Source: an optimization exercise on an open RTL-to-GDS flow (aim: a short achievable clock period and few clock cycles). Production flows keep margins and buffers that such runs may drop.
Function was checked by simulation only, so behaviour that the tests miss may differ from the original.
Power figures rest on the tool's default switching activity, not on a simulated workload.

==> run Z <==
==> flow/design.v (excerpt) <==
module ARM(input clk,rst,
           output [31:0] imem_addr,
           input [31:0] imem_rdata,
           output [31:0] dmem_addr,dmem_wdata,
           output dmem_we,
           input [31:0] dmem_rdata);
clock: 12.0 ns
lec_check: 0
abc_clock_period_in_ps: 2000
cap_margin: 20
core_margin: 2
core_utilization: 40
place_density: 0.6
slew_margin: 20
synth_hierarchical: 1
synth_minimum_keep_size: 0
standard.sh (not shown) runs the stock make flow with config.mk's settings and CLKGATE_MAP_FILE= SYNTH_SCRIPT=/design/flow/synth_recipe.tcl, a recipe that flattens the netlist after the stock synthesis.
==> flow/flow/run.sh <==
#!/bin/bash
# The standard layout (the standard.sh: unchanged synthesis, same clock and
# constraints). ORFS's timing repair is asked to leave a larger setup slack, and
# the port buffers are buf_4 cells instead of the default delay buffers.
set -euo pipefail
bash standard.sh SETUP_SLACK_MARGIN=8.5 "BUFFER_PORTS_ARGS=-buffer_cell sky130_fd_sc_hd__buf_4" finish > standard_flow.log 2>&1
==> run X: changes against run Z <==
--- a/flow/design.v
+++ b/flow/design.v
@@ -90,24 +90,36 @@
         4'd14: cpass=1'b1;
         default: cpass=1'b0;
       endcase
     end
   endfunction
   reg [31:0] pc;
   reg        d_valid,d_bpend,d_guess;
-  reg [31:0] d_ir,d_pc4;
+  reg [31:0] d_ir,d_pc,d_pc4;
+  reg        d_ismem,d_shifted;      
+  reg        d_zstatic,d_auses,d_rmop,d_setf;  
+  reg        d_fal,d_fz;             
+  reg        d_fold;                 
+  reg [3:0]  d_fcond;                
   reg [15:0] d_noh,d_moh,d_doh;      
   reg        d_byp_n,d_byp_m,d_byp_d;  
   reg        d_mt_n,d_mt_m,d_mt_d;   
   reg        rst_q;                  
   reg        e_valid,e_wb,e_setf,e_ld,e_br,e_guess;
   reg [3:0]  e_cond,e_rd;
   reg        e_inv,e_cin,e_sub,e_arith,e_mov,e_and,e_orr,e_eor;
   reg [31:0] e_a,e_b;                
   reg [31:0] e_alt;
+  reg        e_fold;
+  reg [3:0]  e_fcond;
+  reg [3:0]  btb_v;
+  reg [31:0] btb_tag [0:3];          
+  reg [31:0] btb_tgt [0:3];
+  reg [3:0]  btb_cond [0:3];
+  reg [1:0]  btb_ptr;
   reg        e_zpre,e_zok;           
   reg [31:0] m_addr,m_wdata;
   reg        m_we;
   reg [3:0]  flags;                  
   reg [31:0] w_res;                  
   reg [3:0]  w_rd;
   reg        w_wr;
@@ -123,15 +135,16 @@
   wire        nf,zf,cf,vf,pass_next;
   EStage e_stage(.A(e_a),.B(e_b),.cin(e_cin),.arith(e_arith),.sub(e_sub),.mov(e_mov),
                  .and_(e_and),.orr(e_orr),.eor(e_eor),.ld(e_ld),.c_old(flags[1]),.v_old(flags[0]),
                  .rdata(dmem_rdata),.dep_a(dep_n),.dep_b(fwd_b),.inv_b(inv_b),.dep_d(dep_d),
                  .rv_n(rv_n),.op2(op2),.rv_d(rv_d),.sets(e_sf),.flags(flags),.next_cond(d_cond),
                  .res_out(e_final),.a_next(a_next),.b_next(b_next),.sdata(sdata),
                  .nf(nf),.zf(zf),.cf(cf),.vf(vf),.next_pass(pass_next));
-  wire e_mispred=e_valid&e_br&(e_pass!=e_guess);
+  wire e_ftaken=(e_fcond==4'd14)|(e_sf ? (e_zpre^e_fcond[0]) : cpass(e_fcond,flags));
+  wire e_mispred=e_valid&((e_br&(e_pass!=e_guess))|(e_fold&!e_ftaken));
   wire [3:0]  d_cond=d_ir[31:28];
   wire [1:0]  d_mode=d_ir[27:26];
   wire        d_I=d_ir[25];
   wire [3:0]  d_opc=d_ir[24:21];
   wire        d_S=d_ir[20];
   wire [3:0]  d_rn=d_ir[19:16];
   wire [3:0]  d_rd=d_ir[15:12];
@@ -163,15 +176,15 @@
   end
   wire [31:0] rv_n=rf_n|({32{d_byp_n}}&w_res);
   wire [31:0] rv_m=rf_m|({32{d_byp_m}}&w_res);
   wire [31:0] rv_d=rf_d|({32{d_byp_d}}&w_res);
   wire dep_n=d_mt_n&e_pass;
   wire dep_m=d_mt_m&e_pass;
   wire dep_d=d_mt_d&e_pass;
-  wire stall=d_valid&((is_mem&dep_n)|(shifted&dep_m)|(is_st&needs_flags&e_sf));
+  wire stall=d_valid&e_pass&((d_ismem&d_mt_n)|(d_shifted&d_mt_m));
   wire [4:0]  rot={d_opnd[11:8],1'b0};
   wire [63:0] immx={32'd0,24'd0,d_opnd[7:0]};
   wire [63:0] immr={immx[31:0],immx[31:0]}>>rot;
   wire [63:0] rorx={rv_m,rv_m}>>d_sh;
   reg  [31:0] shv;
   always @(*) begin
     case(d_opnd[6:5])
@@ -197,35 +210,65 @@
   wire        d_unused;
   AddC #(32) d_add(.a(d_pc4),.b({{6{d_ir[23]}},d_ir[23:0],2'b00}),.ci(1'b0),.s(d_tgt),.co(d_unused));
   wire d_br=d_valid&d_bpend;
   wire d_take=cpass(d_cond,flags);
   wire d_zcond=(d_cond[3:1]==3'd0);
   wire d_known=!e_sf|(d_zcond&e_zok);
   wire d_take_k=e_sf ? (e_zpre^d_cond[0]) : d_take;
-  wire d_redirect=d_br&d_known&(d_take_k!=d_guess);
-  wire [31:0] d_newpc=d_take_k ? d_tgt : d_pc4;
+  wire d_redirect_b=d_br&d_known&(d_take_k!=d_guess);
+  wire d_fk=d_fal|!d_setf|(d_fz&z_ok);
+  wire d_unfold=d_valid&d_fold&!d_fk&!stall;
+  wire d_redirect=d_redirect_b|d_unfold;
+  wire [31:0] d_newpc=(d_take_k&!d_unfold) ? d_tgt : d_pc4;
+  wire [31:0] d_pc8;
+  wire        d_pc8_unused;
+  AddC #(30) d_inc(.a(d_pc4[31:2]),.b(30'd0),.ci(1'b1),.s(d_pc8[31:2]),.co(d_pc8_unused));
+  assign d_pc8[1:0]=d_pc4[1:0];
+  wire d_isbr=(d_mode==2'b10);
+  wire d_btaken=d_bpend ? (d_known&d_take_k) : d_guess;
+  wire [31:0] d_pcm4;
+  wire        d_pcm4_unused;
+  AddC #(30) d_dec(.a(d_pc[31:2]),.b(30'h3fffffff),.ci(1'b0),.s(d_pcm4[31:2]),.co(d_pcm4_unused));
+  assign d_pcm4[1:0]=d_pc[1:0];
+  wire btb_ins=d_valid&d_isbr&!e_mispred&d_btaken&((d_cond[3:1]==3'd0)|(d_cond==4'd14));
   wire [31:0] z_b=(d_I ? immr[31:0] : rv_m)^{32{inv_b}};
   wire        z_pre;
   ZPre z_dec(.A(rv_n),.B(z_b),.cin(op_sub|op_cmp),.arith(op_add|op_sub|op_cmp),.mov(op_mov|op_mvn),
              .and_(op_and|op_tst),.orr(op_orr),.eor(op_eor),.z(z_pre));
-  wire        z_ok=!shifted&!(!op_mov&!op_mvn&dep_n)&!fwd_b&!op_adc&!op_sbc;
+  wire        z_ok=d_zstatic&!(d_auses&d_mt_n&e_pass)&!(d_rmop&d_mt_m&e_pass);
   wire [31:0] pc4;
   wire        pc4_unused;
   AddC #(30) pc_inc(.a(pc[31:2]),.b(30'd0),.ci(1'b1),.s(pc4[31:2]),.co(pc4_unused));
   assign pc4[1:0]=pc[1:0];
   wire [3:0]  f_cond=imem_rdata[31:28];
   wire        f_isbr=(imem_rdata[27:26]==2'b10);
   wire        d_sf=d_valid&dp_setf;
   wire        f_known=(f_cond==4'd14)|(f_cond==4'd15)|!(d_sf|e_sf);
   wire [15:0] f_pass;
   genvar gc;
   generate for(gc=0;gc<16;gc=gc+1) begin : g_pass
     assign f_pass[gc]=cpass(gc,flags);
   end endgenerate
   wire        f_ok=!e_mispred&!d_redirect&!stall;
+  wire [3:0]  f_hitv;
+  assign f_hitv[0]=btb_v[0]&(btb_tag[0]==pc);
+  assign f_hitv[1]=btb_v[1]&(btb_tag[1]==pc);
+  assign f_hitv[2]=btb_v[2]&(btb_tag[2]==pc);
+  assign f_hitv[3]=btb_v[3]&(btb_tag[3]==pc);
+  wire        f_hit=|f_hitv;
+  wire [31:0] f_btgt=({32{f_hitv[0]}}&btb_tgt[0])|({32{f_hitv[1]}}&btb_tgt[1])|
+                     ({32{f_hitv[2]}}&btb_tgt[2])|({32{f_hitv[3]}}&btb_tgt[3]);
+  wire [3:0]  f_bcond=({4{f_hitv[0]}}&btb_cond[0])|({4{f_hitv[1]}}&btb_cond[1])|
+                      ({4{f_hitv[2]}}&btb_cond[2])|({4{f_hitv[3]}}&btb_cond[3]);
+  wire        f_fold=f_ok&f_hit&!f_isbr;
+  wire [3:0]  f_opc=imem_rdata[24:21];
+  wire        f_dp=(imem_rdata[27:26]==2'b00)&((f_opc==4'b1101)|(f_opc==4'b1111)|(f_opc==4'b0100)|
+                   (f_opc==4'b0101)|(f_opc==4'b0010)|(f_opc==4'b0110)|(f_opc==4'b0000)|
+                   (f_opc==4'b1100)|(f_opc==4'b0001)|(f_opc==4'b1010)|(f_opc==4'b1000));
+  wire        f_shifted=f_dp&!imem_rdata[25]&!imem_rdata[4]&(imem_rdata[11:7]!=5'd0);
   wire        f_guess,f_take;
   FTake f_dec(.ok(f_ok),.known(!(d_sf|e_sf)),.pass(f_pass),.cond(f_cond),.mode(imem_rdata[27:26]),
               .back(imem_rdata[23]),.guess(f_guess),.take(f_take));
   wire        f_short=(imem_rdata[23:7]==17'd0)|(imem_rdata[23:7]==17'h1ffff);
   wire [21:0] h=pc[31:10];
   wire        hq=&pc[9:2];
   wire [21:0] h_p1,h_p2,h_m1;
@@ -244,43 +287,54 @@
   wire        nx_byp_d=e_wr&(e_rd==nx_rd);
   wire        d_wpot=d_valid&!stall&(dp_wb|is_ld)&(d_rd!=4'd15);
   wire        nx_mt_n=d_wpot&(d_rd==imem_rdata[19:16]);
   wire        nx_mt_m=d_wpot&(d_rd==imem_rdata[3:0]);
   wire        nx_mt_d=d_wpot&(d_rd==imem_rdata[15:12]);
   wire [31:0] pc_other=e_mispred ? e_alt : (d_redirect ? d_newpc : (stall ? pc : pc4));
   wire [31:0] pc_next;
-  FNext f_next(.take(f_take),.short(f_short),.off(imem_rdata[7:0]),.pc4(pc4),.hi_p(pc4_hi_p),
-               .hi_m(pc4_hi_m),.other(pc_other),.next(pc_next));
+  FNext f_next(.take(f_take),.short(f_short),.fold(f_fold),.off(imem_rdata[7:0]),.pc4(pc4),
+               .hi_p(pc4_hi_p),.hi_m(pc4_hi_m),.other(pc_other),.ftgt(f_btgt),.next(pc_next));
   always @(posedge clk or posedge rst) begin
     if(rst) begin
       d_valid<=1'b0;
       e_valid<=1'b0;
       flags<=4'd0;
       w_wr<=1'b0;
     end else begin
       if(e_mispred|d_redirect) d_valid<=1'b0;
       else if(!stall) d_valid<=1'b1;
-      e_valid<=d_valid&!stall&!e_mispred&(is_dp|is_mem|(d_bpend&!d_known));
+      e_valid<=d_valid&!stall&!e_mispred&(is_dp|is_mem|(d_bpend&!d_known)|(d_fold&d_fk));
       if(e_sf) flags<={nf,zf,cf,vf};
       w_wr<=e_wr;
     end
   end
   always @(posedge clk) begin
     if(rst) begin
       pc<=32'd0;
       m_we<=1'b0;
     end else begin
       pc<=pc_next;
-      m_we<=d_valid&!stall&!e_mispred&is_st&cpass(d_cond,flags);
+      m_we<=d_valid&!stall&!e_mispred&is_st&pass_next;
     end
   end
   always @(posedge clk) begin
     if(!stall) begin
       d_ir<=imem_rdata;
+      d_pc<=pc;
       d_pc4<=pc4;
+      d_fold<=f_hit&!f_isbr;
+      d_ismem<=(imem_rdata[27:26]==2'b01)&(imem_rdata[24:21]==4'b0100);
+      d_shifted<=f_shifted;
+      d_zstatic<=!f_shifted&(f_opc!=4'b0101)&(f_opc!=4'b0110);
+      d_auses<=(f_opc!=4'b1101)&(f_opc!=4'b1111);
+      d_rmop<=!imem_rdata[25]&!f_shifted;
+      d_setf<=f_dp&(imem_rdata[20]|(f_opc==4'b1010)|(f_opc==4'b1000));
+      d_fal<=(f_bcond==4'd14);
+      d_fz<=(f_bcond[3:1]==3'd0);
+      d_fcond<=f_bcond;
       d_bpend<=f_isbr&(!f_known|!f_short);
       d_guess<=f_short&f_guess;
     end
     d_noh<=(16'd1<<nx_rn)&{16{!nx_byp_n}};
     d_moh<=(16'd1<<nx_rm)&{16{!nx_byp_m}};
     d_doh<=(16'd1<<nx_rd)&{16{!nx_byp_d}};
     d_byp_n<=nx_byp_n;
@@ -293,15 +347,17 @@
     e_pass<=pass_next;
     e_rd<=d_rd;
     e_wb<=dp_wb|is_ld;
     e_setf<=dp_setf;
     e_ld<=is_ld;
     e_br<=d_bpend;
     e_guess<=d_guess;
-    e_alt<=d_guess ? d_pc4 : d_tgt;
+    e_alt<=d_fold ? d_pc8 : (d_guess ? d_pc4 : d_tgt);
+    e_fold<=d_fold&d_fk;
+    e_fcond<=d_fcond;
     e_inv<=inv_b;
     e_cin<=(op_adc|op_sbc) ? (e_sf ? cf : flags[1]) : (op_sub|op_cmp);
     e_sub<=op_sub|op_sbc|op_cmp;
     e_arith<=op_add|op_adc|op_sub|op_sbc|op_cmp;
     e_mov<=op_mov|op_mvn;
     e_and<=op_and|op_tst;
     e_orr<=op_orr;
@@ -312,14 +368,42 @@
     e_zok<=z_ok;
     m_addr<=addr;
     m_wdata<=sdata;
     w_res<=e_final;
     w_rd<=e_rd;
   end
   integer i;
+  reg        ins_q;
+  reg [31:0] ins_tag,ins_tgt;
+  reg [3:0]  ins_cond;
+  wire       ins_dup=(btb_v[0]&(btb_tag[0]==ins_tag))|(btb_v[1]&(btb_tag[1]==ins_tag))|
+                     (btb_v[2]&(btb_tag[2]==ins_tag))|(btb_v[3]&(btb_tag[3]==ins_tag));
+  always @(posedge clk or posedge rst) begin
+    if(rst) begin
+      ins_q<=1'b0;
+      btb_v<=4'd0;
+      btb_ptr<=2'd0;
+    end else begin
+      ins_q<=btb_ins;
+      if(ins_q&!ins_dup) begin
+        btb_v[btb_ptr]<=1'b1;
+        btb_ptr<=btb_ptr+2'd1;
+      end
+    end
+  end
+  always @(posedge clk) begin
+    ins_tag<=d_pcm4;
+    ins_tgt<=d_tgt;
+    ins_cond<=d_cond;
+    if(ins_q&!ins_dup) begin
+      btb_tag[btb_ptr]<=ins_tag;
+      btb_tgt[btb_ptr]<=ins_tgt;
+      btb_cond[btb_ptr]<=ins_cond;
+    end
+  end
   always @(posedge clk or posedge rst) begin
     if(rst) rst_q<=1'b1;
     else rst_q<=1'b0;
   end
   always @(posedge clk) begin
     if(rst_q) begin
       for(i=0;i<15;i=i+1) rf[i]<=i;
@@ -338,21 +422,21 @@
   assign y=s ? (c ? x : m) : (c ? p : x);
 endmodule
 module FTake(input ok, known, input [15:0] pass, input [3:0] cond, input [1:0] mode,
              input back, output guess, take);
   assign guess=(cond==4'd14)|((cond!=4'd15)&(known ? pass[cond] : back));
   assign take=ok&(mode==2'b10)&guess;
 endmodule
-module FNext(input take, short, input [7:0] off, input [31:0] pc4,
-             input [21:0] hi_p, hi_m, input [31:0] other, output [31:0] next);
+module FNext(input take, short, fold, input [7:0] off, input [31:0] pc4,
+             input [21:0] hi_p, hi_m, input [31:0] other, ftgt, output [31:0] next);
   wire [8:0]  lo={1'b0,pc4[9:2]}+{1'b0,off};
   wire [21:0] hi_c1=off[7] ? pc4[31:10] : hi_p;
   wire [21:0] hi_c0=off[7] ? hi_m : pc4[31:10];
   wire        ts=take&short;
   wire [31:0] base=take ? pc4 : other;
   wire        s1=ts&lo[8];
   wire        s0=ts&!lo[8];
-  wire        sb=!ts;
-  assign next[31:10]=({22{s1}}&hi_c1)|({22{s0}}&hi_c0)|({22{sb}}&base[31:10]);
-  assign next[9:2]=ts ? lo[7:0] : base[9:2];
-  assign next[1:0]=base[1:0];
+  wire        sb=!ts&!fold;
+  assign next[31:10]=({22{s1}}&hi_c1)|({22{s0}}&hi_c0)|({22{fold}}&ftgt[31:10])|({22{sb}}&base[31:10]);
+  assign next[9:2]=({8{ts}}&lo[7:0])|({8{fold}}&ftgt[9:2])|({8{sb}}&base[9:2]);
+  assign next[1:0]=fold ? ftgt[1:0] : base[1:0];
 endmodule
==> summary.txt <==
| item | run X | run Z |
|---|---|---|
| Status | no timing/DRC/antenna violations | no timing/DRC/antenna violations |
| Met1 Track Usage GR | 46.8% | 50.2% |
| Invs w/o clock | 259 | 238 |
| Post-CTS clock slew at the launch and capture registers of the worst setup and hold paths | 0.06 ns | 0.07 ns |
| Setup slack of the most critical reg-to-reg path | 8.06 ns | 8.11 ns |
| Routability congestion estimate from global placement | 1.04 | 1.05 |
| Met2 routed WL | 162,000 µm | 138,000 µm |
| Starting DRT DRC Count | 13,600 | 13,700 |
| Combinational logic power | 0.00941 W | 0.00716 W |
| Setup slack of the critical path after layout | 7.99 ns | 8.11 ns |
| Non-clock buffer count | 871 | 829 |
| Worst slack at placement | 6.61 ns | 6.30 ns |
| Number of clock sinks seen by CTS | 1,248 | 853 |
| Critical path's most frequent cell | sky130_fd_sc_hd__buf_12 | sky130_fd_sc_hd__a21oi_1 |
| Clock tree buffer count of the final layout | 195 | 142 |
| First-pass detailed-route iteration total | 9 | 13 |
| NonClk Buf Share | 9.07% | 11.0% |
| Mean area per synthesized cell | 10.1 µm² | 9.36 µm² |
| Part of the total power dissipated in sequential elements | 30.1% | 27.6% |
| Storage element area | 34,000 µm² | 22,900 µm² |
| Share of cells above drive strength 1 | 23.7% | 27.6% |
| Total Wirelength | 407,000 µm | 351,000 µm |
| Detail-routed via count per cell | 6.71 | 7.01 |
Testbench counts of run Z, summed over its fixed seeds: cycles 24,230.
Testbench counts of run X, summed over its fixed seeds: cycles 22,873.

-- re-timing with driven ports --
How much do the figures lean on ideal ports? The routed layouts below were timed once more, with nothing changed but the port constraints.
Step 1 assumes that a clkbuf_16 drives the clock port and a buf_2 every other input.
Step 2 also shifts input and output timing later by t, the mid clock arrival at the registers, as if the neighbouring blocks saw the same clock.
Slacks: no drivers / after step 1 / after step 2; pairs: no drivers / after step 1.
run | t (ns) | slack for setup (ns) | worst setup path after step 2 | latest minus earliest clock arrival (ns) | pins driven straight from the clock port
run Z | 0.826 | 8.114 / 8.113 / 7.288 | input to register | 0.066 / 0.067 | 1
run X | 0.898 | 7.992 / 7.914 / 7.016 | input to register | 0.043 / 0.042 | 1
After both steps setup and hold are still met in every run listed. For run X, which loses most, drivers alone change the setup slack by -0.078 ns; drivers and shift together by -0.976 ns.
